Background: an optimization exercise with open tools, aiming at small area. Do not read the settings as production practice. No run shown here included a check of the RTL's function; only the layout flow was run. Power is estimated from default activity; no workload was simulated.

## design/flow/run.sh

```bash
#!/bin/bash
# synth_recipe.tcl (not shown) runs the flow's synth.tcl, then flattens the netlist and writes it again
# the make line also repeats each setting of config.mk as NAME=value (left out here)
make -C /OpenROAD-flow-scripts/flow DESIGN_CONFIG=/design/flow/config.mk WORK_HOME=/design/flow/orfs CLKGATE_MAP_FILE= SYNTH_SCRIPT=/design/flow/synth_recipe.tcl finish
```

## design/flow/config.mk

```make
export PLATFORM = sky130hd
export DESIGN_NAME = Sobel
export DESIGN_NICKNAME = Sobel
export VERILOG_FILES = /design/flow/design.v
export SDC_FILE = /design/flow/constraint.sdc
export NUM_CORES = 4
export LEC_CHECK = 0
export CAP_MARGIN = 20
export CORE_MARGIN = 2
export CORE_UTILIZATION = 60
export CTS_BUF_LIST = sky130_fd_sc_hd__clkbuf_16
export CTS_CLUSTER_DIAMETER = 80
export CTS_CLUSTER_SIZE = 36
export SLEW_MARGIN = 20
```

## design/flow/constraint.sdc

```tcl
create_clock -name core_clock -period 8.0 [get_ports {InVideoClk}]
set_input_delay 1.6000 -clock core_clock [delete_from_list [all_inputs] [get_ports {InVideoClk}]]
set_output_delay 1.6000 -clock core_clock [all_outputs]
set_load 0.01 [all_outputs]
```

## design/flow/design.v

```verilog
module PluseDection(
    input   clk     ,
    input   in_sig  ,
    output  pos_sig
);
reg in_sig_r;
always @(posedge clk)
    in_sig_r <= in_sig;
assign pos_sig = in_sig & ~in_sig_r;
endmodule
module LineBuf
#(
    parameter       IMAGE_W         =   128
)
(
    input  wire                         InClk            ,
    input  wire                         InEn             ,
    input  wire [7:0]                   InData           ,
    output wire [7:0]                   OutData
);
reg             [8*IMAGE_W-1:0]         rShift               ;
always@(posedge InClk)
begin
    if(InEn)
        rShift<={rShift[8*IMAGE_W-9:0],InData};
end
assign OutData=rShift[8*IMAGE_W-1 -:8];
endmodule
module Matrix
#(
    parameter       IMAGE_W         =   128
)
(
    input  wire                         InClk       ,
    input  wire                         InClr       ,
    input  wire                         InDe        ,
    input  wire [7:0]                   InData      ,
    output wire [7:0]                   OutP2       ,    
    output wire [7:0]                   OutP1       ,    
    output wire [7:0]                   OutP0       ,    
    output wire [9:0]                   OutV        ,    
    output wire [8:0]                   OutH        ,    
    output reg  [9:0]                   OutV2       ,    
    output reg  [8:0]                   OutH1       ,    
    output reg  [8:0]                   OutH2       ,    
    output reg                          OutDe            
);
reg                             rRowOk      ;    
reg             [9:0]           rV1         ;
wire            [7:0]           BufLine1    ;
wire            [7:0]           BufLine2    ;
always@(posedge InClk)
begin
    if(InClr)
        rRowOk<=1'b0;
    else if(OutDe&&!InDe)
        rRowOk<=1'b1;
end
assign OutP0 = InDe           ? InData   : 8'd0;
assign OutP1 = (InDe&&rRowOk) ? BufLine1 : 8'd0;
assign OutP2 = (InDe&&rRowOk) ? BufLine2 : 8'd0;
LineBuf #(.IMAGE_W(IMAGE_W)) u0_LineBuf
(
    .InClk      (InClk      ),
    .InEn       (InDe       ),
    .InData     (InData     ),
    .OutData    (BufLine1   )
);
LineBuf #(.IMAGE_W(IMAGE_W)) u1_LineBuf
(
    .InClk      (InClk      ),
    .InEn       (InDe       ),
    .InData     (OutP1      ),
    .OutData    (BufLine2   )
);
function [11:0] Add;
    input [11:0] a;
    input [11:0] b;
    input        cin;
    reg          c;
    integer      i;
    begin
        c = cin;
        for(i=0;i<12;i=i+1)
        begin
            Add[i] = a[i]^b[i]^c;
            c      = (a[i]&b[i])|(c&(a[i]^b[i]));
        end
    end
endfunction
wire [11:0]         T  = Add({4'd0,OutP2},{3'd0,OutP1,1'b0},1'b0);     
wire [11:0]         VA = Add(T,{4'd0,OutP0},1'b0);                       
wire [11:0]         HA = Add({4'd0,OutP2},~{4'd0,OutP0},1'b1);           
assign OutV = VA[9:0];
assign OutH = HA[8:0];
always@(posedge InClk)
begin
    rV1   <= OutV;
    OutV2 <= rV1;
    OutH1 <= OutH;
    OutH2 <= OutH1;
    OutDe <= InDe;
end
endmodule
module CalCore
(
    input                       InClk       ,
    input       [9:0]           InV         ,
    input       [8:0]           InH         ,
    input       [9:0]           InV2        ,
    input       [8:0]           InH1        ,
    input       [8:0]           InH2        ,
    output reg  [7:0]           OutAbsX     ,
    output reg  [7:0]           OutAbsY     ,
    output reg                  OutSat
);
function [10:0] Add;
    input [10:0] a;
    input [10:0] b;
    input        cin;
    reg          c;
    integer      i;
    begin
        c = cin;
        for(i=0;i<11;i=i+1)
        begin
            Add[i] = a[i]^b[i]^c;
            c      = (a[i]&b[i])|(c&(a[i]^b[i]));
        end
    end
endfunction
wire [10:0]         Gx = Add({1'b0,InV},~{1'b0,InV2},1'b1);
wire [10:0]         W  = Add({{2{InH2[8]}},InH2},{InH1[8],InH1,1'b0},1'b0);
wire [10:0]         Gy = Add(W,{{2{InH[8]}},InH},1'b0);
wire [9:0]          Ax = Gx[9:0] ^ {10{Gx[10]}};
wire [9:0]          Ay = Gy[9:0] ^ {10{Gy[10]}};
always@(posedge InClk)
begin
    OutAbsX <= Ax[7:0];
    OutAbsY <= Ay[7:0];
    OutSat  <= |{Ax[9:8],Ay[9:8]};
end
endmodule
module SquareRoot
(
    input                       InClk       ,
    input       [7:0]           InAbsX      ,
    input       [7:0]           InAbsY      ,
    input                       InSat       ,
    output      [7:0]           OutData
);
wire pp1 = InAbsX[0] & InAbsX[1];
wire pp2 = InAbsX[0] & InAbsX[2];
wire pp3 = InAbsX[0] & InAbsX[3];
wire pp4 = InAbsX[0] & InAbsX[4];
wire pp5 = InAbsX[0] & InAbsX[5];
wire pp6 = InAbsX[0] & InAbsX[6];
wire pp7 = InAbsX[0] & InAbsX[7];
wire pp8 = InAbsX[1] & InAbsX[2];
wire pp9 = InAbsX[1] & InAbsX[3];
wire pp10 = InAbsX[1] & InAbsX[4];
wire pp11 = InAbsX[1] & InAbsX[5];
wire pp12 = InAbsX[1] & InAbsX[6];
wire pp13 = InAbsX[1] & InAbsX[7];
wire pp14 = InAbsX[2] & InAbsX[3];
wire pp15 = InAbsX[2] & InAbsX[4];
wire pp16 = InAbsX[2] & InAbsX[5];
wire pp17 = InAbsX[2] & InAbsX[6];
wire pp18 = InAbsX[2] & InAbsX[7];
wire pp19 = InAbsX[3] & InAbsX[4];
wire pp20 = InAbsX[3] & InAbsX[5];
wire pp21 = InAbsX[3] & InAbsX[6];
wire pp22 = InAbsX[3] & InAbsX[7];
wire pp23 = InAbsX[4] & InAbsX[5];
wire pp24 = InAbsX[4] & InAbsX[6];
wire pp25 = InAbsX[4] & InAbsX[7];
wire pp26 = InAbsX[5] & InAbsX[6];
wire pp27 = InAbsX[5] & InAbsX[7];
wire pp28 = InAbsX[6] & InAbsX[7];
wire pp29 = InAbsY[0] & InAbsY[1];
wire pp30 = InAbsY[0] & InAbsY[2];
wire pp31 = InAbsY[0] & InAbsY[3];
wire pp32 = InAbsY[0] & InAbsY[4];
wire pp33 = InAbsY[0] & InAbsY[5];
wire pp34 = InAbsY[0] & InAbsY[6];
wire pp35 = InAbsY[0] & InAbsY[7];
wire pp36 = InAbsY[1] & InAbsY[2];
wire pp37 = InAbsY[1] & InAbsY[3];
wire pp38 = InAbsY[1] & InAbsY[4];
wire pp39 = InAbsY[1] & InAbsY[5];
wire pp40 = InAbsY[1] & InAbsY[6];
wire pp41 = InAbsY[1] & InAbsY[7];
wire pp42 = InAbsY[2] & InAbsY[3];
wire pp43 = InAbsY[2] & InAbsY[4];
wire pp44 = InAbsY[2] & InAbsY[5];
wire pp45 = InAbsY[2] & InAbsY[6];
wire pp46 = InAbsY[2] & InAbsY[7];
wire pp47 = InAbsY[3] & InAbsY[4];
wire pp48 = InAbsY[3] & InAbsY[5];
wire pp49 = InAbsY[3] & InAbsY[6];
wire pp50 = InAbsY[3] & InAbsY[7];
wire pp51 = InAbsY[4] & InAbsY[5];
wire pp52 = InAbsY[4] & InAbsY[6];
wire pp53 = InAbsY[4] & InAbsY[7];
wire pp54 = InAbsY[5] & InAbsY[6];
wire pp55 = InAbsY[5] & InAbsY[7];
wire pp56 = InAbsY[6] & InAbsY[7];
wire hs57 = pp7 ^ pp12;
wire hc58 = pp7 & pp12;
wire fs59 = pp5 ^ pp10 ^ pp14;
wire fc60 = (pp5 & pp10) | (pp5 & pp14) | (pp10 & pp14);
wire hs61 = pp6 ^ pp11;
wire hc62 = pp6 & pp11;
wire fs63 = pp16 ^ pp19 ^ InAbsX[4];
wire fc64 = (pp16 & pp19) | (pp16 & InAbsX[4]) | (pp19 & InAbsX[4]);
wire fs65 = pp35 ^ pp40 ^ pp44;
wire fc66 = (pp35 & pp40) | (pp35 & pp44) | (pp40 & pp44);
wire fs67 = pp13 ^ pp17 ^ pp20;
wire fc68 = (pp13 & pp17) | (pp13 & pp20) | (pp17 & pp20);
wire hs69 = pp41 ^ pp45;
wire hc70 = pp41 & pp45;
wire fs71 = pp18 ^ pp21 ^ pp23;
wire fc72 = (pp18 & pp21) | (pp18 & pp23) | (pp21 & pp23);
wire fs73 = InAbsX[5] ^ pp46 ^ pp49;
wire fc74 = (InAbsX[5] & pp46) | (InAbsX[5] & pp49) | (pp46 & pp49);
wire fs75 = pp3 ^ pp8 ^ InAbsX[2];
wire fc76 = (pp3 & pp8) | (pp3 & InAbsX[2]) | (pp8 & InAbsX[2]);
wire hs77 = pp4 ^ pp9;
wire hc78 = pp4 & pp9;
wire fs79 = InAbsX[3] ^ pp33 ^ pp38;
wire fc80 = (InAbsX[3] & pp33) | (InAbsX[3] & pp38) | (pp33 & pp38);
wire hs81 = pp42 ^ InAbsY[3];
wire hc82 = pp42 & InAbsY[3];
wire fs83 = pp15 ^ pp34 ^ pp39;
wire fc84 = (pp15 & pp34) | (pp15 & pp39) | (pp34 & pp39);
wire fs85 = pp43 ^ hs61 ^ fc60;
wire fc86 = (pp43 & hs61) | (pp43 & fc60) | (hs61 & fc60);
wire fs87 = pp47 ^ InAbsY[4] ^ hs57;
wire fc88 = (pp47 & InAbsY[4]) | (pp47 & hs57) | (InAbsY[4] & hs57);
wire fs89 = fs63 ^ fs65 ^ hc62;
wire fc90 = (fs63 & fs65) | (fs63 & hc62) | (fs65 & hc62);
wire fs91 = pp48 ^ hc58 ^ fs67;
wire fc92 = (pp48 & hc58) | (pp48 & fs67) | (hc58 & fs67);
wire fs93 = hs69 ^ fc64 ^ fc66;
wire fc94 = (hs69 & fc64) | (hs69 & fc66) | (fc64 & fc66);
wire fs95 = pp51 ^ InAbsY[5] ^ fs71;
wire fc96 = (pp51 & InAbsY[5]) | (pp51 & fs71) | (InAbsY[5] & fs71);
wire fs97 = fs73 ^ fc68 ^ hc70;
wire fc98 = (fs73 & fc68) | (fs73 & hc70) | (fc68 & hc70);
wire fs99 = pp22 ^ pp24 ^ pp50;
wire fc100 = (pp22 & pp24) | (pp22 & pp50) | (pp24 & pp50);
wire fs101 = pp52 ^ fc72 ^ fc74;
wire fc102 = (pp52 & fc72) | (pp52 & fc74) | (fc72 & fc74);
wire fs103 = pp25 ^ pp26 ^ InAbsX[6];
wire fc104 = (pp25 & pp26) | (pp25 & InAbsX[6]) | (pp26 & InAbsX[6]);
wire fs105 = pp53 ^ pp54 ^ InAbsY[6];
wire fc106 = (pp53 & pp54) | (pp53 & InAbsY[6]) | (pp54 & InAbsY[6]);
wire hs107 = pp1 ^ InAbsX[1];
wire hc108 = pp1 & InAbsX[1];
wire hs109 = pp31 ^ pp36;
wire hc110 = pp31 & pp36;
wire fs111 = pp32 ^ pp37 ^ hs77;
wire fc112 = (pp32 & pp37) | (pp32 & hs77) | (pp37 & hs77);
wire fs113 = fs59 ^ fs79 ^ hs81;
wire fc114 = (fs59 & fs79) | (fs59 & hs81) | (fs79 & hs81);
wire fs115 = fs83 ^ fs85 ^ fc80;
wire fc116 = (fs83 & fs85) | (fs83 & fc80) | (fs85 & fc80);
wire fs117 = fs87 ^ fs89 ^ fc84;
wire fc118 = (fs87 & fs89) | (fs87 & fc84) | (fs89 & fc84);
wire fs119 = fs91 ^ fs93 ^ fc88;
wire fc120 = (fs91 & fs93) | (fs91 & fc88) | (fs93 & fc88);
wire fs121 = fs95 ^ fs97 ^ fc92;
wire fc122 = (fs95 & fs97) | (fs95 & fc92) | (fs97 & fc92);
wire fs123 = fs99 ^ fs101 ^ fc96;
wire fc124 = (fs99 & fs101) | (fs99 & fc96) | (fs101 & fc96);
wire fs125 = fs103 ^ fs105 ^ fc100;
wire fc126 = (fs103 & fs105) | (fs103 & fc100) | (fs105 & fc100);
wire fs127 = pp27 ^ pp55 ^ fc104;
wire fc128 = (pp27 & pp55) | (pp27 & fc104) | (pp55 & fc104);
wire fs129 = pp28 ^ InAbsX[7] ^ pp56;
wire fc130 = (pp28 & InAbsX[7]) | (pp28 & pp56) | (InAbsX[7] & pp56);
wire hs131 = pp29 ^ InAbsY[1];
wire hc132 = pp29 & InAbsY[1];
wire fs133 = pp2 ^ pp30 ^ hc108;
wire fc134 = (pp2 & pp30) | (pp2 & hc108) | (pp30 & hc108);
wire fs135 = InAbsY[2] ^ fs75 ^ hs109;
wire fc136 = (InAbsY[2] & fs75) | (InAbsY[2] & hs109) | (fs75 & hs109);
wire fs137 = fc76 ^ fs111 ^ hc110;
wire fc138 = (fc76 & fs111) | (fc76 & hc110) | (fs111 & hc110);
wire fs139 = hc78 ^ fs113 ^ fc112;
wire fc140 = (hc78 & fs113) | (hc78 & fc112) | (fs113 & fc112);
wire fs141 = hc82 ^ fs115 ^ fc114;
wire fc142 = (hc82 & fs115) | (hc82 & fc114) | (fs115 & fc114);
wire fs143 = fc86 ^ fs117 ^ fc116;
wire fc144 = (fc86 & fs117) | (fc86 & fc116) | (fs117 & fc116);
wire fs145 = fc90 ^ fs119 ^ fc118;
wire fc146 = (fc90 & fs119) | (fc90 & fc118) | (fs119 & fc118);
wire fs147 = fc94 ^ fs121 ^ fc120;
wire fc148 = (fc94 & fs121) | (fc94 & fc120) | (fs121 & fc120);
wire fs149 = fc98 ^ fs123 ^ fc122;
wire fc150 = (fc98 & fs123) | (fc98 & fc122) | (fs123 & fc122);
wire fs151 = fc102 ^ fs125 ^ fc124;
wire fc152 = (fc102 & fs125) | (fc102 & fc124) | (fs125 & fc124);
wire fs153 = fc106 ^ fs127 ^ fc126;
wire fc154 = (fc106 & fs127) | (fc106 & fc126) | (fs127 & fc126);
wire fs155 = InAbsY[7] ^ fs129 ^ fc128;
wire fc156 = (InAbsY[7] & fs129) | (InAbsY[7] & fc128) | (fs129 & fc128);
wire [16:0] RowA = {1'b0,fc130,fs155,fs153,fs151,fs149,fs147,fs145,fs143,fs141,fs139,fs137,fs135,fs133,hs107,1'b0,InAbsX[0]};
wire [16:0] RowB = {1'b0,fc156,fc154,fc152,fc150,fc148,fc146,fc144,fc142,fc140,fc138,fc136,fc134,hc132,hs131,1'b0,InAbsY[0]};
wire [16:0] Sum;
assign Sum[0] = RowA[0] ^ RowB[0] ^ 1'b0;
wire rc157 = (RowA[0] & RowB[0]) | (1'b0 & (RowA[0] ^ RowB[0]));
assign Sum[1] = RowA[1] ^ RowB[1] ^ rc157;
wire rc158 = (RowA[1] & RowB[1]) | (rc157 & (RowA[1] ^ RowB[1]));
assign Sum[2] = RowA[2] ^ RowB[2] ^ rc158;
wire rc159 = (RowA[2] & RowB[2]) | (rc158 & (RowA[2] ^ RowB[2]));
assign Sum[3] = RowA[3] ^ RowB[3] ^ rc159;
wire rc160 = (RowA[3] & RowB[3]) | (rc159 & (RowA[3] ^ RowB[3]));
assign Sum[4] = RowA[4] ^ RowB[4] ^ rc160;
wire rc161 = (RowA[4] & RowB[4]) | (rc160 & (RowA[4] ^ RowB[4]));
assign Sum[5] = RowA[5] ^ RowB[5] ^ rc161;
wire rc162 = (RowA[5] & RowB[5]) | (rc161 & (RowA[5] ^ RowB[5]));
assign Sum[6] = RowA[6] ^ RowB[6] ^ rc162;
wire rc163 = (RowA[6] & RowB[6]) | (rc162 & (RowA[6] ^ RowB[6]));
assign Sum[7] = RowA[7] ^ RowB[7] ^ rc163;
wire rc164 = (RowA[7] & RowB[7]) | (rc163 & (RowA[7] ^ RowB[7]));
assign Sum[8] = RowA[8] ^ RowB[8] ^ rc164;
wire rc165 = (RowA[8] & RowB[8]) | (rc164 & (RowA[8] ^ RowB[8]));
assign Sum[9] = RowA[9] ^ RowB[9] ^ rc165;
wire rc166 = (RowA[9] & RowB[9]) | (rc165 & (RowA[9] ^ RowB[9]));
assign Sum[10] = RowA[10] ^ RowB[10] ^ rc166;
wire rc167 = (RowA[10] & RowB[10]) | (rc166 & (RowA[10] ^ RowB[10]));
assign Sum[11] = RowA[11] ^ RowB[11] ^ rc167;
wire rc168 = (RowA[11] & RowB[11]) | (rc167 & (RowA[11] ^ RowB[11]));
assign Sum[12] = RowA[12] ^ RowB[12] ^ rc168;
wire rc169 = (RowA[12] & RowB[12]) | (rc168 & (RowA[12] ^ RowB[12]));
assign Sum[13] = RowA[13] ^ RowB[13] ^ rc169;
wire rc170 = (RowA[13] & RowB[13]) | (rc169 & (RowA[13] ^ RowB[13]));
assign Sum[14] = RowA[14] ^ RowB[14] ^ rc170;
wire rc171 = (RowA[14] & RowB[14]) | (rc170 & (RowA[14] ^ RowB[14]));
assign Sum[15] = RowA[15] ^ RowB[15] ^ rc171;
wire rc172 = (RowA[15] & RowB[15]) | (rc171 & (RowA[15] ^ RowB[15]));
assign Sum[16] = RowA[16] ^ RowB[16] ^ rc172;
wire rc173 = (RowA[16] & RowB[16]) | (rc172 & (RowA[16] ^ RowB[16]));
wire [2:0] Part174 = {1'b0,Sum[15:0][15:14]};
wire [1:0] Trial175 = 2'b01;
wire [2:0] Diff176;
assign Diff176[0] = Part174[0] ^ ~Trial175[0] ^ 1'b1;
wire bc177 = (Part174[0] & ~Trial175[0]) | (1'b1 & (Part174[0] ^ ~Trial175[0]));
assign Diff176[1] = Part174[1] ^ ~Trial175[1] ^ bc177;
wire bc178 = (Part174[1] & ~Trial175[1]) | (bc177 & (Part174[1] ^ ~Trial175[1]));
assign Diff176[2] = Part174[2] ^ 1'b1 ^ bc178;
wire Ge179 = ~Diff176[2];
wire [1:0] Rem180 = Ge179 ? Diff176[1:0] : Part174[1:0];
wire [0:0] Root181 = Ge179;
wire [13:0] Rad182 = Sum[15:0][13:0];
reg [13:0] rS1_Rad; 
reg [1:0] rS1_Rem;
reg [0:0] rS1_Root;
reg rS1_Sat;
always@(posedge InClk)
begin
    rS1_Rad <= Rad182;
    rS1_Rem <= Rem180;
    rS1_Root <= Root181;
    rS1_Sat <= (InSat | Sum[16]);
end
wire [3:0] Part183 = {rS1_Rem,rS1_Rad[13:12]};
wire [2:0] Trial184 = {rS1_Root,2'b01};
wire [3:0] Diff185;
assign Diff185[0] = Part183[0] ^ ~Trial184[0] ^ 1'b1;
wire bc186 = (Part183[0] & ~Trial184[0]) | (1'b1 & (Part183[0] ^ ~Trial184[0]));
assign Diff185[1] = Part183[1] ^ ~Trial184[1] ^ bc186;
wire bc187 = (Part183[1] & ~Trial184[1]) | (bc186 & (Part183[1] ^ ~Trial184[1]));
assign Diff185[2] = Part183[2] ^ ~Trial184[2] ^ bc187;
wire bc188 = (Part183[2] & ~Trial184[2]) | (bc187 & (Part183[2] ^ ~Trial184[2]));
assign Diff185[3] = Part183[3] ^ 1'b1 ^ bc188;
wire Ge189 = ~Diff185[3];
wire [2:0] Rem190 = Ge189 ? Diff185[2:0] : Part183[2:0];
wire [1:0] Root191 = {rS1_Root,Ge189};
wire [11:0] Rad192 = rS1_Rad[11:0];
wire [4:0] Part193 = {Rem190,Rad192[11:10]};
wire [3:0] Trial194 = {Root191,2'b01};
wire [4:0] Diff195;
assign Diff195[0] = Part193[0] ^ ~Trial194[0] ^ 1'b1;
wire bc196 = (Part193[0] & ~Trial194[0]) | (1'b1 & (Part193[0] ^ ~Trial194[0]));
assign Diff195[1] = Part193[1] ^ ~Trial194[1] ^ bc196;
wire bc197 = (Part193[1] & ~Trial194[1]) | (bc196 & (Part193[1] ^ ~Trial194[1]));
assign Diff195[2] = Part193[2] ^ ~Trial194[2] ^ bc197;
wire bc198 = (Part193[2] & ~Trial194[2]) | (bc197 & (Part193[2] ^ ~Trial194[2]));
assign Diff195[3] = Part193[3] ^ ~Trial194[3] ^ bc198;
wire bc199 = (Part193[3] & ~Trial194[3]) | (bc198 & (Part193[3] ^ ~Trial194[3]));
assign Diff195[4] = Part193[4] ^ 1'b1 ^ bc199;
wire Ge200 = ~Diff195[4];
wire [3:0] Rem201 = Ge200 ? Diff195[3:0] : Part193[3:0];
wire [2:0] Root202 = {Root191,Ge200};
wire [9:0] Rad203 = Rad192[9:0];
wire [5:0] Part204 = {Rem201,Rad203[9:8]};
wire [4:0] Trial205 = {Root202,2'b01};
wire [5:0] Diff206;
assign Diff206[0] = Part204[0] ^ ~Trial205[0] ^ 1'b1;
wire bc207 = (Part204[0] & ~Trial205[0]) | (1'b1 & (Part204[0] ^ ~Trial205[0]));
assign Diff206[1] = Part204[1] ^ ~Trial205[1] ^ bc207;
wire bc208 = (Part204[1] & ~Trial205[1]) | (bc207 & (Part204[1] ^ ~Trial205[1]));
assign Diff206[2] = Part204[2] ^ ~Trial205[2] ^ bc208;
wire bc209 = (Part204[2] & ~Trial205[2]) | (bc208 & (Part204[2] ^ ~Trial205[2]));
assign Diff206[3] = Part204[3] ^ ~Trial205[3] ^ bc209;
wire bc210 = (Part204[3] & ~Trial205[3]) | (bc209 & (Part204[3] ^ ~Trial205[3]));
assign Diff206[4] = Part204[4] ^ ~Trial205[4] ^ bc210;
wire bc211 = (Part204[4] & ~Trial205[4]) | (bc210 & (Part204[4] ^ ~Trial205[4]));
assign Diff206[5] = Part204[5] ^ 1'b1 ^ bc211;
wire Ge212 = ~Diff206[5];
wire [4:0] Rem213 = Ge212 ? Diff206[4:0] : Part204[4:0];
wire [3:0] Root214 = {Root202,Ge212};
wire [7:0] Rad215 = Rad203[7:0];
wire [6:0] Part216 = {Rem213,Rad215[7:6]};
wire [5:0] Trial217 = {Root214,2'b01};
wire [6:0] Diff218;
assign Diff218[0] = Part216[0] ^ ~Trial217[0] ^ 1'b1;
wire bc219 = (Part216[0] & ~Trial217[0]) | (1'b1 & (Part216[0] ^ ~Trial217[0]));
assign Diff218[1] = Part216[1] ^ ~Trial217[1] ^ bc219;
wire bc220 = (Part216[1] & ~Trial217[1]) | (bc219 & (Part216[1] ^ ~Trial217[1]));
assign Diff218[2] = Part216[2] ^ ~Trial217[2] ^ bc220;
wire bc221 = (Part216[2] & ~Trial217[2]) | (bc220 & (Part216[2] ^ ~Trial217[2]));
assign Diff218[3] = Part216[3] ^ ~Trial217[3] ^ bc221;
wire bc222 = (Part216[3] & ~Trial217[3]) | (bc221 & (Part216[3] ^ ~Trial217[3]));
assign Diff218[4] = Part216[4] ^ ~Trial217[4] ^ bc222;
wire bc223 = (Part216[4] & ~Trial217[4]) | (bc222 & (Part216[4] ^ ~Trial217[4]));
assign Diff218[5] = Part216[5] ^ ~Trial217[5] ^ bc223;
wire bc224 = (Part216[5] & ~Trial217[5]) | (bc223 & (Part216[5] ^ ~Trial217[5]));
assign Diff218[6] = Part216[6] ^ 1'b1 ^ bc224;
wire Ge225 = ~Diff218[6];
wire [5:0] Rem226 = Ge225 ? Diff218[5:0] : Part216[5:0];
wire [4:0] Root227 = {Root214,Ge225};
wire [5:0] Rad228 = Rad215[5:0];
reg [5:0] rS5_Rad; 
reg [5:0] rS5_Rem;
reg [4:0] rS5_Root;
reg rS5_Sat;
always@(posedge InClk)
begin
    rS5_Rad <= Rad228;
    rS5_Rem <= Rem226;
    rS5_Root <= Root227;
    rS5_Sat <= rS1_Sat;
end
wire [7:0] Part229 = {rS5_Rem,rS5_Rad[5:4]};
wire [6:0] Trial230 = {rS5_Root,2'b01};
wire [7:0] Diff231;
assign Diff231[0] = Part229[0] ^ ~Trial230[0] ^ 1'b1;
wire bc232 = (Part229[0] & ~Trial230[0]) | (1'b1 & (Part229[0] ^ ~Trial230[0]));
assign Diff231[1] = Part229[1] ^ ~Trial230[1] ^ bc232;
wire bc233 = (Part229[1] & ~Trial230[1]) | (bc232 & (Part229[1] ^ ~Trial230[1]));
assign Diff231[2] = Part229[2] ^ ~Trial230[2] ^ bc233;
wire bc234 = (Part229[2] & ~Trial230[2]) | (bc233 & (Part229[2] ^ ~Trial230[2]));
assign Diff231[3] = Part229[3] ^ ~Trial230[3] ^ bc234;
wire bc235 = (Part229[3] & ~Trial230[3]) | (bc234 & (Part229[3] ^ ~Trial230[3]));
assign Diff231[4] = Part229[4] ^ ~Trial230[4] ^ bc235;
wire bc236 = (Part229[4] & ~Trial230[4]) | (bc235 & (Part229[4] ^ ~Trial230[4]));
assign Diff231[5] = Part229[5] ^ ~Trial230[5] ^ bc236;
wire bc237 = (Part229[5] & ~Trial230[5]) | (bc236 & (Part229[5] ^ ~Trial230[5]));
assign Diff231[6] = Part229[6] ^ ~Trial230[6] ^ bc237;
wire bc238 = (Part229[6] & ~Trial230[6]) | (bc237 & (Part229[6] ^ ~Trial230[6]));
assign Diff231[7] = Part229[7] ^ 1'b1 ^ bc238;
wire Ge239 = ~Diff231[7];
wire [6:0] Rem240 = Ge239 ? Diff231[6:0] : Part229[6:0];
wire [5:0] Root241 = {rS5_Root,Ge239};
wire [3:0] Rad242 = rS5_Rad[3:0];
wire [8:0] Part243 = {Rem240,Rad242[3:2]};
wire [7:0] Trial244 = {Root241,2'b01};
wire [8:0] Diff245;
assign Diff245[0] = Part243[0] ^ ~Trial244[0] ^ 1'b1;
wire bc246 = (Part243[0] & ~Trial244[0]) | (1'b1 & (Part243[0] ^ ~Trial244[0]));
assign Diff245[1] = Part243[1] ^ ~Trial244[1] ^ bc246;
wire bc247 = (Part243[1] & ~Trial244[1]) | (bc246 & (Part243[1] ^ ~Trial244[1]));
assign Diff245[2] = Part243[2] ^ ~Trial244[2] ^ bc247;
wire bc248 = (Part243[2] & ~Trial244[2]) | (bc247 & (Part243[2] ^ ~Trial244[2]));
assign Diff245[3] = Part243[3] ^ ~Trial244[3] ^ bc248;
wire bc249 = (Part243[3] & ~Trial244[3]) | (bc248 & (Part243[3] ^ ~Trial244[3]));
assign Diff245[4] = Part243[4] ^ ~Trial244[4] ^ bc249;
wire bc250 = (Part243[4] & ~Trial244[4]) | (bc249 & (Part243[4] ^ ~Trial244[4]));
assign Diff245[5] = Part243[5] ^ ~Trial244[5] ^ bc250;
wire bc251 = (Part243[5] & ~Trial244[5]) | (bc250 & (Part243[5] ^ ~Trial244[5]));
assign Diff245[6] = Part243[6] ^ ~Trial244[6] ^ bc251;
wire bc252 = (Part243[6] & ~Trial244[6]) | (bc251 & (Part243[6] ^ ~Trial244[6]));
assign Diff245[7] = Part243[7] ^ ~Trial244[7] ^ bc252;
wire bc253 = (Part243[7] & ~Trial244[7]) | (bc252 & (Part243[7] ^ ~Trial244[7]));
assign Diff245[8] = Part243[8] ^ 1'b1 ^ bc253;
wire Ge254 = ~Diff245[8];
wire [7:0] Rem255 = Ge254 ? Diff245[7:0] : Part243[7:0];
wire [6:0] Root256 = {Root241,Ge254};
wire [1:0] Rad257 = Rad242[1:0];
wire [9:0] Part258 = {Rem255,Rad257[1:0]};
wire [8:0] Trial259 = {Root256,2'b01};
wire [9:0] Diff260;
assign Diff260[0] = Part258[0] ^ ~Trial259[0] ^ 1'b1;
wire bc261 = (Part258[0] & ~Trial259[0]) | (1'b1 & (Part258[0] ^ ~Trial259[0]));
assign Diff260[1] = Part258[1] ^ ~Trial259[1] ^ bc261;
wire bc262 = (Part258[1] & ~Trial259[1]) | (bc261 & (Part258[1] ^ ~Trial259[1]));
assign Diff260[2] = Part258[2] ^ ~Trial259[2] ^ bc262;
wire bc263 = (Part258[2] & ~Trial259[2]) | (bc262 & (Part258[2] ^ ~Trial259[2]));
assign Diff260[3] = Part258[3] ^ ~Trial259[3] ^ bc263;
wire bc264 = (Part258[3] & ~Trial259[3]) | (bc263 & (Part258[3] ^ ~Trial259[3]));
assign Diff260[4] = Part258[4] ^ ~Trial259[4] ^ bc264;
wire bc265 = (Part258[4] & ~Trial259[4]) | (bc264 & (Part258[4] ^ ~Trial259[4]));
assign Diff260[5] = Part258[5] ^ ~Trial259[5] ^ bc265;
wire bc266 = (Part258[5] & ~Trial259[5]) | (bc265 & (Part258[5] ^ ~Trial259[5]));
assign Diff260[6] = Part258[6] ^ ~Trial259[6] ^ bc266;
wire bc267 = (Part258[6] & ~Trial259[6]) | (bc266 & (Part258[6] ^ ~Trial259[6]));
assign Diff260[7] = Part258[7] ^ ~Trial259[7] ^ bc267;
wire bc268 = (Part258[7] & ~Trial259[7]) | (bc267 & (Part258[7] ^ ~Trial259[7]));
assign Diff260[8] = Part258[8] ^ ~Trial259[8] ^ bc268;
wire bc269 = (Part258[8] & ~Trial259[8]) | (bc268 & (Part258[8] ^ ~Trial259[8]));
assign Diff260[9] = Part258[9] ^ 1'b1 ^ bc269;
wire Ge270 = ~Diff260[9];
wire [7:0] Root271 = {Root256,Ge270};
reg [7:0] rOut;
always@(posedge InClk)
begin
    rOut <= rS5_Sat ? 8'hff : Root271;
end
assign OutData = rOut;
endmodule
module Sobel
#(
    parameter IMAGE_W   =   128  ,
    parameter IMAGE_H   =   480  ,
    parameter IMAGE_DW  =   8
)
(
    input                           InVideoClk  ,
    input                           InVideoVs   ,
    input                           InVideoDe   ,
    input   [IMAGE_DW -1 :0]        InVideoData ,
    output                          OutVideoVs  ,
    output                          OutVideoDe  ,
    output  [IMAGE_DW -1 :0]        OutVideoData
);
wire                PosVs       ;
wire    [9:0]       V           ;
wire    [8:0]       H           ;
wire    [9:0]       V2          ;
wire    [8:0]       H1          ;
wire    [8:0]       H2          ;
wire                De1         ;
wire    [7:0]       AbsX        ;
wire    [7:0]       AbsY        ;
wire                Sat         ;
reg     [2:0]       rDe         ;
PluseDection PluseDection
(
    .clk        (InVideoClk ),
    .in_sig     (InVideoVs  ),
    .pos_sig    (PosVs      )
);
Matrix #(.IMAGE_W(IMAGE_W)) u_Matrix
(
    .InClk      (InVideoClk ),
    .InClr      (PosVs      ),
    .InDe       (InVideoDe  ),
    .InData     (InVideoData),
    .OutP2      (           ),
    .OutP1      (           ),
    .OutP0      (           ),
    .OutV       (V          ),
    .OutH       (H          ),
    .OutV2      (V2         ),
    .OutH1      (H1         ),
    .OutH2      (H2         ),
    .OutDe      (De1        )
);
CalCore u_CalCore
(
    .InClk      (InVideoClk ),
    .InV        (V          ),
    .InH        (H          ),
    .InV2       (V2         ),
    .InH1       (H1         ),
    .InH2       (H2         ),
    .OutAbsX    (AbsX       ),
    .OutAbsY    (AbsY       ),
    .OutSat     (Sat        )
);
SquareRoot u_SquareRoot
(
    .InClk      (InVideoClk ),
    .InAbsX     (AbsX       ),
    .InAbsY     (AbsY       ),
    .InSat      (Sat        ),
    .OutData    (OutVideoData)
);
always@(posedge InVideoClk)
begin
    rDe <= {rDe[1:0],De1};
end
assign OutVideoVs = InVideoVs;
assign OutVideoDe = rDe[2];
endmodule
```

==> results.ini, run 1 <==
[floorplan]
die_area_um2 = 117000
placement_row_count = 123
pin_count = 21
floorplan.initialDensity_pct = 60.7
vertical_extent_of_the_die_um = 341
coreArea_um2 = 113000
die_w_um = 341

[final_layout]
postLayoutCoreUtil_pct = 64.6
stdcell_count = 4305
nNetsFinal = 2930
syn_to_final_growth_pct = 6.59
final.fill_count = 7285
drive_gt1_share_pct = 5.46
postLayoutCellArea_um2 = 72800

[yosys]
ys_seq_elements = 2153
unique_cell_type_count_in_the_yosys_netlist = 45
synthCells = 2661
mappedNetlistArea_um2 = 68300
avgSynthCellArea_um2 = 25.7
synth_nets = 2814
yosys.cell_count.top_type = edfxtp_1
synth_commonest_cells = edfxtp_1 (2048), inv_1 (128), fa_1 (113)
synth_top_cell_area_share_pct = 90.0
netlist_top_cells_area = edfxtp_1 (90%), fa_1 (3.3%), dfxtp_1 (3.1%)
yosysWarnings = 6
synth_enable_flop_cells = 2048
dominantRegCellSynth = edfxtp_1
synth_largest_area_cell = edfxtp_1
share_of_synthesized_flip_flops_with_an_asynchronous_set_or_reset_pct = 0
sequential_share_of_the_synthesized_area_pct = 93.1

[sta]
finalCriticalPeriod_ns = 7.26
timing.final.hold_violations = 0
timing_worst_slew_pin_value_ns = 1.08
slew-limit-headroom_pct = 27.8
clock_skew_ns = 0.0215
achievable-frequency_mhz = 138
timing.final.max_slew_violations = 0
timing.final.crit_share_pct = 90.7
totalNegativeSetupSlack_ns = 0
rsz0062_at_grt = false
timing.final.setup_violations = 0

[placement]
placer_s_final_routability_congestion_estimate = 0.782
placed_cell_area_um2 = 70600
port_buffers = 20
post-place-cells = 4201
post-dp-hpwl_mm = 38.3

[clock_tree]
cts-htree-levels = 3
number_of_buffers_added_by_the_clock_tree_synthesis_step = 74
cts_root_buffer = clkbuf_16
clockBufferDepth = 3
cts-hold-fix-buffers = 0
clk_latency_ns = 0.68
clock_sink_count = 2153
cts_post_setup_buffers_inserted = 0
cts_repair_resize_count = 0
clk_pin_slew_worst_paths_ns = 0.11
clock_tree_from_tritoncts = built

[detailed_routing]
routed_wire_length_per_instance_um = 18.2
antenna_left = 0
detail_route.iter0.violations = 1902
firstDrtPassIters = 5
routed_wl_mm = 78.2
via_density_per_instance = 5.23
post_route_drc = 0
vias = 22513

[critical_path]
timing.reg2reg.setup_slack_ns = 0.74
end_kind = flop
cp_data_required_time_ns = 8.55
path_max_fanout = 7
critPathKind = flop to flop
cp-start-kind = flop
arrival_time_at_the_worst_endpoint_ns = 7.81

[global_routing]
grt_max_degree = 206
track_usage_pct = 13.4
first_global_vias = 21970
antenna_found_initial = 2
overflow = 0
grt_pass1_wl_mm = 124

[pwr]
ir_worst_vdd_uv = 545
leakage_nw = 24.7
power.density_nw_per_um2 = 339

[status]
outcome = no timing/DRC/antenna violations

[job]
maxCapViolCount = 0

[min_path]
hold_path_class = flop to flop

## registers in the layout, summed over array words and instances, names as in the netlist, 3 cells and up
signal	cells
u_Matrix.rV1	10
u_SquareRoot.rOut	8
u_SquareRoot.rS5_Root	5
u_Matrix.OutV2	10
u_Matrix.u1_LineBuf.rShift	1024
u_SquareRoot.rS5_Rad	6
u_CalCore.OutAbsY	8
u_SquareRoot.rS1_Rad	14
u_CalCore.OutAbsX	8
u_Matrix.OutH2	9
u_Matrix.u0_LineBuf.rShift	1024
u_Matrix.OutH1	9
rDe	3
u_SquareRoot.rS5_Rem	6
## per-stage QoR
stage | worst slack [ns] | power [mW] | hold WS [ns]
4_1_cts | 0.749 | 25.1 | 0.337
3_5_place_dp | 0.571 | 20.3 | 0.312
6_report | 0.745 | 24.7 | 0.334
3_3_place_gp | 0.530 | 20.0 | 0.312
5_1_grt | 0.286 | 26.4 | 0.343
2_1_floorplan | 0.714 | 18.7 | 0.310
## cell type report
class / instances / area, um^2 / area share [%]
flip-flops and latches: 2153 / 63600 / 87.3
inverters: 132 / 499 / 0.685
diodes: 1 / 2.50 / 0.00344
well taps: 1500 / 1880 / 2.58
clock inverters: 26 / 277 / 0.380
repair buffers: 50 / 468 / 0.643
clock buffers: 77 / 1930 / 2.65
multi-input cells: 366 / 4180 / 5.74
## worst max-delay path, stage by stage, from the launching register on
cell       delay [ns]
dfxtp_1          0.35
inv_1            0.11
ha_1             0.15
inv_1            0.05
fa_1             0.50
xnor2_4          0.32
mux2_4           0.25
clkinv_2         0.09
fa_1             0.50
nor2b_1          0.18
o21ai_2          0.26
and2_1           0.30
inv_2            0.09
mux2_2           0.29
fa_1             0.39
inv_1            0.09
fa_1             0.33
nor2_1           0.12
o2bb2ai_1        0.27
nand3_4          0.17
inv_2            0.13
a21oi_1          0.11
fa_1             0.46
fa_1             0.43
fa_1             0.52
xnor2_4          0.33
mux2_4           0.32
## worst paths after layout
check / start / to / depth (start not counted)
max reg2reg: u_SquareRoot.rS1_Rad[12] / u_SquareRoot.rS5_Rem[5] / 26
min: u_SquareRoot.rS1_Rad[0] / u_SquareRoot.rS5_Rad[0] / 0
max: u_SquareRoot.rS1_Rad[12] / u_SquareRoot.rS5_Rem[5] / 26
min reg2reg: u_SquareRoot.rS1_Rad[0] / u_SquareRoot.rS5_Rad[0] / 0
## per-layer routing
layer	vias to the layer above	routed length, um	global-route usage [%]
met2	253	32700	18.0
li1	10313	-	-
met3	113	2550	2.18
met1	11834	41100	22.8
met5	-	0	0
met4	0	1840	4.26
## power breakdown
part | internal [mW] | switching, mW | total [mW]
Sequential | 13.3 | 0.365 | 13.7
Combinational | 2.92 | 3.26 | 6.18
Clock | 1.83 | 3.01 | 4.84
Total | 18.1 | 6.64 | 24.7
## placed cells by master (no fill, tap or decap), types with 3 or more instances in the layout
master and n:
o21ai_0 9, inv_1 135, clkinv_1 3, clkbuf_16 77
fa_1 113, a21oi_1 13, nand2_1 35, edfxtp_1 2048
xor2_1 9, and2_1 52, nor2b_1 13, mux2i_1 11
nor2_1 14, clkinv_2 3, inv_12 3, nand2b_1 3
mux2_4 4, inv_6 4, dfxtp_1 105, ha_1 29
clkdlybuf4s50_1 19, or2_2 8, buf_4 28, xnor2_1 23
clkinv_8 4
## cells by family after synthesis
group | synth area share [%]
buffers and inverters | 0.797
XOR/XNOR | 0.515
multiplexers | 0.315
flip-flops | 93.1
AND/OR/NAND/NOR | 1.08
adder cells (fa/ha/maj) | 3.84
AO/OA/AOI/OAI | 0.368
==> run 2, diff against run 1 <==
--- a/design/flow/design.v
+++ b/design/flow/design.v
@@ -492,34 +492,10 @@
 wire [1:0] Rad257 = Rad242[1:0];
 wire [9:0] Part258 = {Rem255,Rad257[1:0]};
 wire [8:0] Trial259 = {Root256,2'b01};
-wire [9:0] Diff260;
-assign Diff260[0] = Part258[0] ^ ~Trial259[0] ^ 1'b1;
-wire bc261 = (Part258[0] & ~Trial259[0]) | (1'b1 & (Part258[0] ^ ~Trial259[0]));
-assign Diff260[1] = Part258[1] ^ ~Trial259[1] ^ bc261;
-wire bc262 = (Part258[1] & ~Trial259[1]) | (bc261 & (Part258[1] ^ ~Trial259[1]));
-assign Diff260[2] = Part258[2] ^ ~Trial259[2] ^ bc262;
-wire bc263 = (Part258[2] & ~Trial259[2]) | (bc262 & (Part258[2] ^ ~Trial259[2]));
-assign Diff260[3] = Part258[3] ^ ~Trial259[3] ^ bc263;
-wire bc264 = (Part258[3] & ~Trial259[3]) | (bc263 & (Part258[3] ^ ~Trial259[3]));
-assign Diff260[4] = Part258[4] ^ ~Trial259[4] ^ bc264;
-wire bc265 = (Part258[4] & ~Trial259[4]) | (bc264 & (Part258[4] ^ ~Trial259[4]));
-assign Diff260[5] = Part258[5] ^ ~Trial259[5] ^ bc265;
-wire bc266 = (Part258[5] & ~Trial259[5]) | (bc265 & (Part258[5] ^ ~Trial259[5]));
-assign Diff260[6] = Part258[6] ^ ~Trial259[6] ^ bc266;
-wire bc267 = (Part258[6] & ~Trial259[6]) | (bc266 & (Part258[6] ^ ~Trial259[6]));
-assign Diff260[7] = Part258[7] ^ ~Trial259[7] ^ bc267;
-wire bc268 = (Part258[7] & ~Trial259[7]) | (bc267 & (Part258[7] ^ ~Trial259[7]));
-assign Diff260[8] = Part258[8] ^ ~Trial259[8] ^ bc268;
-wire bc269 = (Part258[8] & ~Trial259[8]) | (bc268 & (Part258[8] ^ ~Trial259[8]));
-assign Diff260[9] = Part258[9] ^ 1'b1 ^ bc269;
-wire Ge270 = ~Diff260[9];
-wire [7:0] Root271 = {Root256,Ge270};
-reg [7:0] rOut;
-always@(posedge InClk)
-begin
-    rOut <= rS5_Sat ? 8'hff : Root271;
-end
-assign OutData = rOut;
+wire [9:0] Diff260 = Part258 - {1'b0,Trial259};
+wire Ge261 = ~Diff260[9];
+wire [7:0] Root262 = {Root256,Ge261};
+assign OutData = rS5_Sat ? 8'hff : Root262;
 endmodule
 module Sobel
 #(
@@ -546,7 +522,7 @@
 wire    [7:0]       AbsX        ;
 wire    [7:0]       AbsY        ;
 wire                Sat         ;
-reg     [2:0]       rDe         ;
+reg     [1:0]       rDe         ;
 PluseDection PluseDection
 (
     .clk        (InVideoClk ),
@@ -591,8 +567,8 @@
 );
 always@(posedge InVideoClk)
 begin
-    rDe <= {rDe[1:0],De1};
+    rDe <= {rDe[0],De1};
 end
 assign OutVideoVs = InVideoVs;
-assign OutVideoDe = rDe[2];
+assign OutVideoDe = rDe[1];
 endmodule
--- a/design/flow/config.mk
+++ b/design/flow/config.mk
@@ -8,7 +8,7 @@
 export CAP_MARGIN = 20
 export CORE_MARGIN = 2
 export CORE_UTILIZATION = 60
-export CTS_BUF_LIST = sky130_fd_sc_hd__clkbuf_16
-export CTS_CLUSTER_DIAMETER = 80
-export CTS_CLUSTER_SIZE = 36
+export CTS_BUF_LIST = sky130_fd_sc_hd__clkbuf_8
+export CTS_CLUSTER_DIAMETER = 50
+export CTS_CLUSTER_SIZE = 20
 export SLEW_MARGIN = 20
==> results.ini, run 2 <==
[placement]
placer_s_final_routability_congestion_estimate = 0.735  ; was 0.782
port_buffers = 20  ; unchanged
post-dp-hpwl_mm = 36.9  ; was 38.3 mm
pre_cts_slack_ns = -0.812  ; was 0.571 ns

[pwr]
clockPowerShare_pct = 22.3  ; was 19.6%
cell_internal_pwr_mw = 19.0  ; was 18.1 mW
finalPower_mw = 26.2  ; was 24.7 mW
switching_share_of_power_pct = 27.3  ; was 26.9%
combPwrFrac_pct = 25.6  ; was 25.0%
leakage_nw = 25.4  ; was 24.7 nW
power.density_nw_per_um2 = 353  ; was 339 nW/um^2
p_sw_mw = 7.14  ; was 6.64 mW
sequentialPowerShare_pct = 52.2  ; was 55.4%
ir_worst_vdd_uv = 722  ; was 545 uV

[yosys]
synth_largest_area_cell = edfxtp_1  ; unchanged
synth_simple_gate_area_share_pct = 1.09  ; was 1.08%
avgSynthCellArea_um2 = 25.6  ; was 25.7 um^2
sequential_share_of_the_synthesized_area_pct = 93.1  ; about the same
synth_nets = 2813  ; was 2814
unique_cell_type_count_in_the_yosys_netlist = 45  ; unchanged
synth_enable_flop_cells = 2048  ; unchanged
synth_commonest_cells = edfxtp_1 (2048), inv_1 (140), fa_1 (113)  ; was edfxtp_1 (2048), inv_1 (128), fa_1 (113)
yosys-mux-area-fraction_pct = 0.316  ; was 0.315%
yosys.cell_count.top_type = edfxtp_1  ; unchanged
share_of_synthesized_flip_flops_with_an_asynchronous_set_or_reset_pct = 0  ; unchanged
synth_top_cell_area_share_pct = 90.3  ; was 90.0%
netlist_top_cells_area = edfxtp_1 (90%), fa_1 (3.3%), dfxtp_1 (2.8%)  ; was edfxtp_1 (90%), fa_1 (3.3%), dfxtp_1 (3.1%)
ys_seq_elements = 2144  ; was 2153
yosysWarnings = 6  ; unchanged
synth_compound_area_share_pct = 0.332  ; was 0.368%
yosys.area_share.xor_xnor_pct = 0.476  ; was 0.515%
mappedNetlistArea_um2 = 68100  ; was 68300 um^2
synthCells = 2660  ; was 2661
dominantRegCellSynth = edfxtp_1  ; unchanged
largest_family_of_logic_cells_by_synthesized_area = adder cells  ; unchanged
yosys.area_share.adder_pct = 3.85  ; was 3.84%

[clock_tree]
clk_latency_ns = 0.84  ; was 0.68 ns
cts_root_buffer = clkbuf_8  ; was clkbuf_16
cts-hold-fix-buffers = 0  ; unchanged
clock_tree_from_tritoncts = built  ; unchanged
cts-htree-levels = 4  ; was 3
number_of_buffers_added_by_the_clock_tree_synthesis_step = 154  ; was 74
clk_pin_slew_worst_paths_ns = 0.06  ; was 0.11 ns
clockBufferDepth = 3  ; unchanged
clock_sink_count = 2144  ; was 2153

[critical_path]
timing.rr.start = u_SquareRoot.rS1_Rad[12]  ; unchanged
path_max_fanout = 4  ; was 7
arrival_time_at_the_worst_endpoint_ns = 6.97  ; was 7.81 ns
critPathKind = flop to primary output  ; was flop to flop
timing.rr.end = u_SquareRoot.rS5_Rem[5]  ; unchanged
cp_data_required_time_ns = 6.40  ; was 8.55 ns
crit_cells = 37  ; was 26
cpPeakStageDelay_ns = 0.39  ; was 0.52 ns
critPathBufInv = 22  ; was 6
worst-r2r-cell-count = 26  ; unchanged
end_kind = primary output  ; was flop
cp-start-kind = flop  ; unchanged
timing.critical_path.max_delay_family = buffers and inverters  ; was adder cells
timing.reg2reg.setup_slack_ns = 0.84  ; was 0.74 ns
cp_common_cell = buf_4  ; was fa_1
critical-path-slowest-cell = or3b_4  ; was fa_1

[status]
violations = negative setup slack
outcome = complete, but fails checks  ; was no timing/DRC/antenna violations

[detailed_routing]
vias = 23023  ; was 22513
post_route_drc = 0  ; unchanged
detail_route.iter0.violations = 2155  ; was 1902
routed_wire_length_per_instance_um = 17.7  ; was 18.2 um
antenna_left = 0  ; unchanged
routed_wl_mm = 79.5  ; was 78.2 mm
via_density_per_instance = 5.12  ; was 5.23
firstDrtPassIters = 5  ; unchanged

[floorplan]
pin_count = 21  ; unchanged
vertical_extent_of_the_die_um = 341  ; about the same
coreArea_um2 = 112000  ; was 113000 um^2
placement_row_count = 123  ; unchanged
die_area_um2 = 116000  ; was 117000 um^2
die_w_um = 341  ; about the same
floorplan.initialDensity_pct = 60.6  ; was 60.7%

[min_path]
worstHoldPathCells = 0  ; unchanged
timing.hold.worst_endpoint = u_SquareRoot.rS5_Rad[5]  ; was u_SquareRoot.rS5_Rad[0]
worst_hold_startpoint = u_SquareRoot.rS1_Rad[5]  ; was u_SquareRoot.rS1_Rad[0]
hold_path_class = flop to flop  ; unchanged

[sta]
timing.final.crit_share_pct = 107  ; was 90.7%
totalNegativeSetupSlack_ns = -0.573  ; was 0 ns
timing.final.hold_violations = 0  ; unchanged
timing.final.max_slew_violations = 0  ; unchanged
slew-limit-headroom_pct = 28.8  ; was 27.8%
achievable-frequency_mhz = 117  ; was 138 MHz
timing.final.setup_violations = 1  ; was 0
rsz0062_at_grt = true  ; was false
clock_skew_ns = 0.0514  ; was 0.0215 ns
finalCriticalPeriod_ns = 8.57  ; was 7.26 ns
final_critical_path_setup_slack_ns = -0.573  ; was 0.745 ns
timing_worst_slew_pin_value_ns = 1.07  ; was 1.08 ns

[final_layout]
syn_to_final_growth_pct = 8.84  ; was 6.59%
postLayoutCoreUtil_pct = 65.9  ; was 64.6%
layout_commonest_cell = edfxtp_1  ; unchanged
nNetsFinal = 3038  ; was 2930
drive_gt1_share_pct = 11.9  ; was 5.46%
biggest_registers_after_layout = u_Matrix.u0_LineBuf.rShift (1024), u_Matrix.u1_LineBuf.rShift (1024), u_SquareRoot.rS1_Rad (14)  ; unchanged
layout_common_cells = edfxtp_1 (2048), clkbuf_8 (163), inv_1 (143)  ; was edfxtp_1 (2048), inv_1 (135), fa_1 (113)

[global_routing]
grt_max_degree = 219  ; was 206
grt_pass1_wl_mm = 126  ; was 124 mm
track_usage_pct = 13.8  ; was 13.4%
antenna_found_initial = 4  ; was 2
first_global_vias = 22536  ; was 21970
overflow = 0  ; unchanged

[job]
maxCapViolCount = 0  ; unchanged

==> run 2: cell types whose count changed in the layout (fill, tap and decap cells not counted), moves of 10 or more <==
cell / previous run / this run
clkbuf_8: 0 / 163
clkbuf_16: 77 / 0
buf_4: 28 / 44
inv_6: 4 / 20
clkinvlp_4: 0 / 14
bufinv_16: 0 / 13
buf_6: 0 / 11
clkinv_1: 3 / 14
dfxtp_1: 105 / 94
clkinv_2: 3 / 13
clkinv_4: 0 / 10
fa_1: 113 / 103
fa_2: 0 / 10
==> run 2: cells by family (layout without fill, tap and decap cells) <==
family / after synthesis / after routing
AND/OR/NAND/NOR: 134 / 134
other: 0 / 1
XOR/XNOR: 34 / 34
adder cells (fa/ha/maj): 142 / 142
multiplexers: 18 / 18
flip-flops: 2144 / 2144
buffers and inverters: 149 / 488
AO/OA/AOI/OAI: 39 / 39
==> run 2: metrics by stage <==
step                      std cells  hold slack [ns]  cell area (um^2)
after detailed placement       4209            0.312             70500
final                          4500            0.327             74100
after global placement         4209            0.311             70500
after global routing           4500            0.336             74100
after CTS                      4499            0.326             74100
after floorplan                2660            0.310             68100
==> run 2: worst max-delay path by stage <==
stage | from | endpoint
finish | u_SquareRoot.rS5_Rad[4] | OutVideoData[0]
global route | u_SquareRoot.rS5_Rad[4] | OutVideoData[0]
CTS | u_SquareRoot.rS5_Rad[5] | OutVideoData[0]
detailed placement | u_SquareRoot.rS5_Rad[4] | OutVideoData[0]
global placement | u_SquareRoot.rS5_Rad[4] | OutVideoData[0]
floorplan | u_SquareRoot.rS5_Rad[4] | OutVideoData[0]
==> run 2: layout make-up <==
cell class	count	area [um^2]
Antenna cell	1	2.50
Clock buffer	163	2240
Clock inverter	107	1110
Fill cell	7109	38400
Inverter	141	529
Multi-Input combinational cell	367	4240
Sequential cell	2144	63400
Tap cell	1500	1880
Timing Repair Buffer	77	722
==> run 2: worst reg2reg max path, cell delays in order (launching register included) <==
cell and delay [ns]:
dfxtp_1 0.30, inv_1 0.11, ha_1 0.16, inv_1 0.05, fa_1 0.46, xnor2_2 0.37
mux2_4 0.26, inv_2 0.06, fa_1 0.51, or2b_1 0.29, a21o_2 0.26, nand2_1 0.18
inv_1 0.11, a21oi_1 0.25, fa_1 0.22, inv_1 0.05, fa_1 0.48, and2_1 0.18
a2bb2oi_1 0.12, nand3b_4 0.25, nand2_1 0.10, o21ai_0 0.16, fa_1 0.49, fa_1 0.43
fa_1 0.51, xnor2_4 0.35, mux2_4 0.33
==> run 2: power groups by stage <==
| stage | clock (mW) | combinational, mW | sequential (mW) |
|---|---|---|---|
| after floorplan | 0 | 4.87 | 13.7 |
| after global placement | 0 | 6.36 | 13.9 |
| after CTS | 6.13 | 6.85 | 13.7 |
| final | 5.83 | 6.68 | 13.6 |
| after global routing | 6.53 | 7.73 | 13.7 |
| after detailed placement | 0 | 6.53 | 13.9 |
==> run 2: what timing repair did <==
item	in CTS	in global routing
pin swaps	17	0
endpoints found under the setup margin	2	1
gates resized for setup	32	2
setup buffers	20	0
==> run 2: per-layer routing <==
metal  wire (um)  up-vias  track usage [%]
met5           0        -                0
met4        1810        0             4.57
met3        3020      142             3.13
met2       32900      346             18.0
met1       41800    11934             23.3
li1            -    10601                -
==> run 3, diff against run 2 <==
--- a/design/flow/design.v
+++ b/design/flow/design.v
@@ -468,34 +468,17 @@
 wire [3:0] Rad242 = rS5_Rad[3:0];
 wire [8:0] Part243 = {Rem240,Rad242[3:2]};
 wire [7:0] Trial244 = {Root241,2'b01};
-wire [8:0] Diff245;
-assign Diff245[0] = Part243[0] ^ ~Trial244[0] ^ 1'b1;
-wire bc246 = (Part243[0] & ~Trial244[0]) | (1'b1 & (Part243[0] ^ ~Trial244[0]));
-assign Diff245[1] = Part243[1] ^ ~Trial244[1] ^ bc246;
-wire bc247 = (Part243[1] & ~Trial244[1]) | (bc246 & (Part243[1] ^ ~Trial244[1]));
-assign Diff245[2] = Part243[2] ^ ~Trial244[2] ^ bc247;
-wire bc248 = (Part243[2] & ~Trial244[2]) | (bc247 & (Part243[2] ^ ~Trial244[2]));
-assign Diff245[3] = Part243[3] ^ ~Trial244[3] ^ bc248;
-wire bc249 = (Part243[3] & ~Trial244[3]) | (bc248 & (Part243[3] ^ ~Trial244[3]));
-assign Diff245[4] = Part243[4] ^ ~Trial244[4] ^ bc249;
-wire bc250 = (Part243[4] & ~Trial244[4]) | (bc249 & (Part243[4] ^ ~Trial244[4]));
-assign Diff245[5] = Part243[5] ^ ~Trial244[5] ^ bc250;
-wire bc251 = (Part243[5] & ~Trial244[5]) | (bc250 & (Part243[5] ^ ~Trial244[5]));
-assign Diff245[6] = Part243[6] ^ ~Trial244[6] ^ bc251;
-wire bc252 = (Part243[6] & ~Trial244[6]) | (bc251 & (Part243[6] ^ ~Trial244[6]));
-assign Diff245[7] = Part243[7] ^ ~Trial244[7] ^ bc252;
-wire bc253 = (Part243[7] & ~Trial244[7]) | (bc252 & (Part243[7] ^ ~Trial244[7]));
-assign Diff245[8] = Part243[8] ^ 1'b1 ^ bc253;
-wire Ge254 = ~Diff245[8];
-wire [7:0] Rem255 = Ge254 ? Diff245[7:0] : Part243[7:0];
-wire [6:0] Root256 = {Root241,Ge254};
-wire [1:0] Rad257 = Rad242[1:0];
-wire [9:0] Part258 = {Rem255,Rad257[1:0]};
-wire [8:0] Trial259 = {Root256,2'b01};
-wire [9:0] Diff260 = Part258 - {1'b0,Trial259};
-wire Ge261 = ~Diff260[9];
-wire [7:0] Root262 = {Root256,Ge261};
-assign OutData = rS5_Sat ? 8'hff : Root262;
+wire [8:0] Diff245 = Part243 - {1'b0,Trial244};
+wire Ge246 = ~Diff245[8];
+wire [7:0] Rem247 = Ge246 ? Diff245[7:0] : Part243[7:0];
+wire [6:0] Root248 = {Root241,Ge246};
+wire [1:0] Rad249 = Rad242[1:0];
+wire [9:0] Part250 = {Rem247,Rad249[1:0]};
+wire [8:0] Trial251 = {Root248,2'b01};
+wire [9:0] Diff252 = Part250 - {1'b0,Trial251};
+wire Ge253 = ~Diff252[9];
+wire [7:0] Root254 = {Root248,Ge253};
+assign OutData = rS5_Sat ? 8'hff : Root254;
 endmodule
 module Sobel
 #(
==> results.ini, run 3 <==
[placement]
port_buffers = 20  ; unchanged
post-dp-hpwl_mm = 37.8  ; was 36.9 mm
placer_s_final_routability_congestion_estimate = 0.748  ; was 0.735

[yosys]
synth_nets = 2874  ; was 2813
netlist_top_cells_area = edfxtp_1 (90%), fa_1 (3.2%), dfxtp_1 (2.8%)  ; was edfxtp_1 (90%), fa_1 (3.3%), dfxtp_1 (2.8%)
synth_enable_flop_cells = 2048  ; unchanged
sequential_share_of_the_synthesized_area_pct = 92.7  ; was 93.1%
avgSynthCellArea_um2 = 25.1  ; was 25.6 um^2
mappedNetlistArea_um2 = 68400  ; was 68100 um^2
synth_top_cell_area_share_pct = 89.9  ; was 90.3%
yosysWarnings = 6  ; unchanged
unique_cell_type_count_in_the_yosys_netlist = 54  ; was 45
synthCells = 2720  ; was 2660
share_of_synthesized_flip_flops_with_an_asynchronous_set_or_reset_pct = 0  ; unchanged
synth_commonest_cells = edfxtp_1 (2048), inv_1 (154), fa_1 (108)  ; was edfxtp_1 (2048), inv_1 (140), fa_1 (113)
yosys.cell_count.top_type = edfxtp_1  ; unchanged
synth_largest_area_cell = edfxtp_1  ; unchanged
ys_seq_elements = 2144  ; unchanged
dominantRegCellSynth = edfxtp_1  ; unchanged

[sta]
slew-limit-headroom_pct = 21.2  ; was 28.8%
finalCriticalPeriod_ns = 8.07  ; was 8.57 ns
timing.final.hold_violations = 0  ; unchanged
timing.final.crit_share_pct = 101  ; was 107%
achievable-frequency_mhz = 124  ; was 117 MHz
clock_skew_ns = 0.0436  ; was 0.0514 ns
final_critical_path_setup_slack_ns = -0.0707  ; was -0.573 ns
timing_worst_slew_pin_value_ns = 1.18  ; was 1.07 ns
rsz0062_at_grt = true  ; unchanged
timing.final.setup_violations = 1  ; unchanged
totalNegativeSetupSlack_ns = -0.0707  ; was -0.573 ns
timing.final.max_slew_violations = 0  ; unchanged

[global_routing]
overflow = 0  ; unchanged
grt_max_degree = 211  ; was 219
antenna_found_initial = 2  ; was 4
grt_pass1_wl_mm = 127  ; was 126 mm
track_usage_pct = 13.8  ; about the same
first_global_vias = 22847  ; was 22536

[clock_tree]
clock_tree_from_tritoncts = built  ; unchanged
clockBufferDepth = 3  ; unchanged
clk_latency_ns = 0.85  ; was 0.84 ns
number_of_buffers_added_by_the_clock_tree_synthesis_step = 150  ; was 154
cts-htree-levels = 4  ; unchanged
cts_root_buffer = clkbuf_8  ; unchanged
clock_sink_count = 2144  ; unchanged
clk_pin_slew_worst_paths_ns = 0.09  ; was 0.06 ns
cts-hold-fix-buffers = 0  ; unchanged

[critical_path]
cpPeakStageDelay_ns = 0.55  ; was 0.39 ns
cp_common_cell = fa_2  ; was buf_4
arrival_time_at_the_worst_endpoint_ns = 6.47  ; was 6.97 ns
critical-path-slowest-cell = or4_1  ; was or3b_4
cp-start-kind = flop  ; unchanged
cp_data_required_time_ns = 6.40  ; about the same
critPathKind = flop to primary output  ; unchanged
path_max_fanout = 6  ; was 4
end_kind = primary output  ; unchanged

[final_layout]
multi_input_area_um2 = 4550  ; was 4240 um^2
biggest_registers_after_layout = u_Matrix.u0_LineBuf.rShift (1024), u_Matrix.u1_LineBuf.rShift (1024), u_SquareRoot.rS1_Rad (14)  ; unchanged
nNetsFinal = 3088  ; was 3038
drive_gt1_share_pct = 11.3  ; was 11.9%
syn_to_final_growth_pct = 8.53  ; was 8.84%
final.fill_count = 7148  ; was 7109
register_area_um2 = 63400  ; unchanged
layout_commonest_cell = edfxtp_1  ; unchanged
layout_common_cells = edfxtp_1 (2048), inv_1 (158), clkbuf_8 (152)  ; was edfxtp_1 (2048), clkbuf_8 (163), inv_1 (143)
postLayoutCoreUtil_pct = 65.8  ; was 65.9%

[floorplan]
die_area_um2 = 117000  ; was 116000 um^2
placement_row_count = 123  ; unchanged
pin_count = 21  ; unchanged
die_w_um = 342  ; was 341 um
vertical_extent_of_the_die_um = 342  ; was 341 um
floorplan.initialDensity_pct = 60.6  ; about the same
coreArea_um2 = 113000  ; was 112000 um^2

[detailed_routing]
highest-signal-layer = met4  ; unchanged
met2_length_mm = 33.4  ; was 32.9 mm
route.layer.met1.wl_mm = 42.2  ; was 41.8 mm
detail_route.iter0.violations = 2116  ; was 2155
antenna_left = 0  ; unchanged
post_route_drc = 0  ; unchanged
vias = 23407  ; was 23023
routed_wire_length_per_instance_um = 17.7  ; about the same
firstDrtPassIters = 5  ; unchanged
routed_wl_mm = 80.4  ; was 79.5 mm
via_density_per_instance = 5.16  ; was 5.12
dr_wl_met3_mm = 2.73  ; was 3.02 mm

[status]
violations = negative setup slack  ; unchanged
outcome = complete, but fails checks  ; unchanged

[pwr]
ir_worst_vdd_uv = 473  ; was 722 uV
leakage_nw = 25.4  ; about the same
power.density_nw_per_um2 = 362  ; was 353 nW/um^2

[job]
maxCapViolCount = 0  ; unchanged

[min_path]
hold_path_class = flop to flop  ; unchanged

run 3: cell types whose count changed in the layout (fill, tap and decap cells not counted), moves of 5 or more:
cell,before,now
xnor2_1,24,32
fa_2,10,5
or2_2,8,2
and2_1,47,40
clkbuf_8,163,152
buf_6,11,6
nand2_1,37,70
inv_1,143,158
run 3: area by class of cell:
type | count | share of cell area [%]
repair buffers | 71 | 0.937
inverters | 156 | 0.789
diodes | 1 | 0.00337
clock inverters | 103 | 1.34
clock buffers | 152 | 2.82
well taps | 1500 | 2.53
multi-input cells | 411 | 6.13
flip-flops and latches | 2144 | 85.5
run 3: timing repair:
action | CTS | global route
resized for setup | 47 | 9
pin swaps | 23 | 8
gates cloned | 0 | 0
setup endpoints to repair | 1 | 1
setup buffers | 6 | 1
run 3: logic make-up after synthesis:
logic type	share of synthesized area, %
simple gates	1.20
compound gates	0.474
buf+inv	0.913
fa+ha+maj	3.80
flops	92.7
mux	0.256
xor+xnor	0.618
run 3: worst max-delay path: cells and delay by family (launching register included):
kind                       cells  cell delay, ns
buffers and inverters          9            0.88
adders and majority gates      8            2.40
muxes                          1            0.13
and+or+nand+nor                8            1.08
AOI/OAI and AO/OA              3            0.42
xor gates and xnor gates       3            0.43
DFF                            1            0.33
run 3: layer usage:
metal	GRT usage [%]	vias to the layer above
met4	5.28	0
met5	0	-
met1	23.1	12196
met2	18.3	281
met3	2.59	153
li1	-	10777
run 3: power breakdown:
part	leakage [nW]	total, mW	switching [mW]	internal, mW
clock	1.59	5.58	3.38	2.20
sequential	20.9	13.6	0.364	13.3
combinational	2.97	7.62	4.00	3.62
total	25.4	26.8	7.74	19.1
run 3: per-stage QoR:
| step | setup WS, ns | cells | area [um^2] | hold slack [ns] | total power [mW] |
|---|---|---|---|---|---|
| floorplan | 0.0352 | 2720 | 68400 | 0.310 | 18.9 |
| global placement | -0.327 | 4276 | 70900 | 0.311 | 20.8 |
| detailed placement | -0.404 | 4276 | 70900 | 0.312 | 21.0 |
| CTS | -0.256 | 4537 | 74200 | 0.332 | 27.2 |
| global route | -0.477 | 4538 | 74200 | 0.335 | 28.7 |
| finish | -0.0707 | 4538 | 74200 | 0.333 | 26.8 |
run 3: final timing paths:
path / startpoint / endpoint / slack [ns] / cells past startpoint
max: u_SquareRoot.rS5_Rad[5] / OutVideoData[0] / -0.07 / 32
min: u_SquareRoot.rS1_Rad[4] / u_SquareRoot.rS5_Rad[4] / 0.33 / 0
max reg2reg: u_SquareRoot.rS1_Rad[12] / u_SquareRoot.rS5_Rem[4] / 0.77 / 25
min reg2reg: u_SquareRoot.rS1_Rad[4] / u_SquareRoot.rS5_Rad[4] / 0.33 / 0

==> separate check: timing with driven ports <==
No port has a modelled driver above. Below, the same layouts with a new extraction and two added sets of constraints.
Step 1 (the two cells are an assumption about what drives the block):
set clk [get_ports {InVideoClk}]
set_driving_cell -lib_cell sky130_fd_sc_hd__clkbuf_16 $clk
set_driving_cell -lib_cell sky130_fd_sc_hd__buf_2 [delete_from_list [all_inputs] $clk]
Step 2 also shifts input and output timing later by t, the mid clock arrival at the registers, as if the neighbouring blocks saw the same clock.
a / b / c = ideal / step 1 / step 2; a / b = the first two.
| run | t, ns | slack for setup (ns) | worst setup path at the end | latest minus earliest clock arrival (ns) | slew at the worst register clock pin (ns) |
|---|---|---|---|---|---|
| run 1 | 0.735 | 0.745 / 0.745 / 0.658 | input to register | 0.033 / 0.032 | 0.12 / 0.12 |
| run 2 | 0.881 | -0.573 / -0.638 / 0.243 | register to output | 0.071 / 0.070 | 0.12 / 0.12 |
| run 3 | 0.893 | -0.071 / -0.135 / 0.638 | input to register | 0.048 / 0.049 | 0.11 / 0.11 |
For run 1, which loses most, drivers alone change the setup slack by 0.000 ns; drivers and shift together by -0.087 ns.
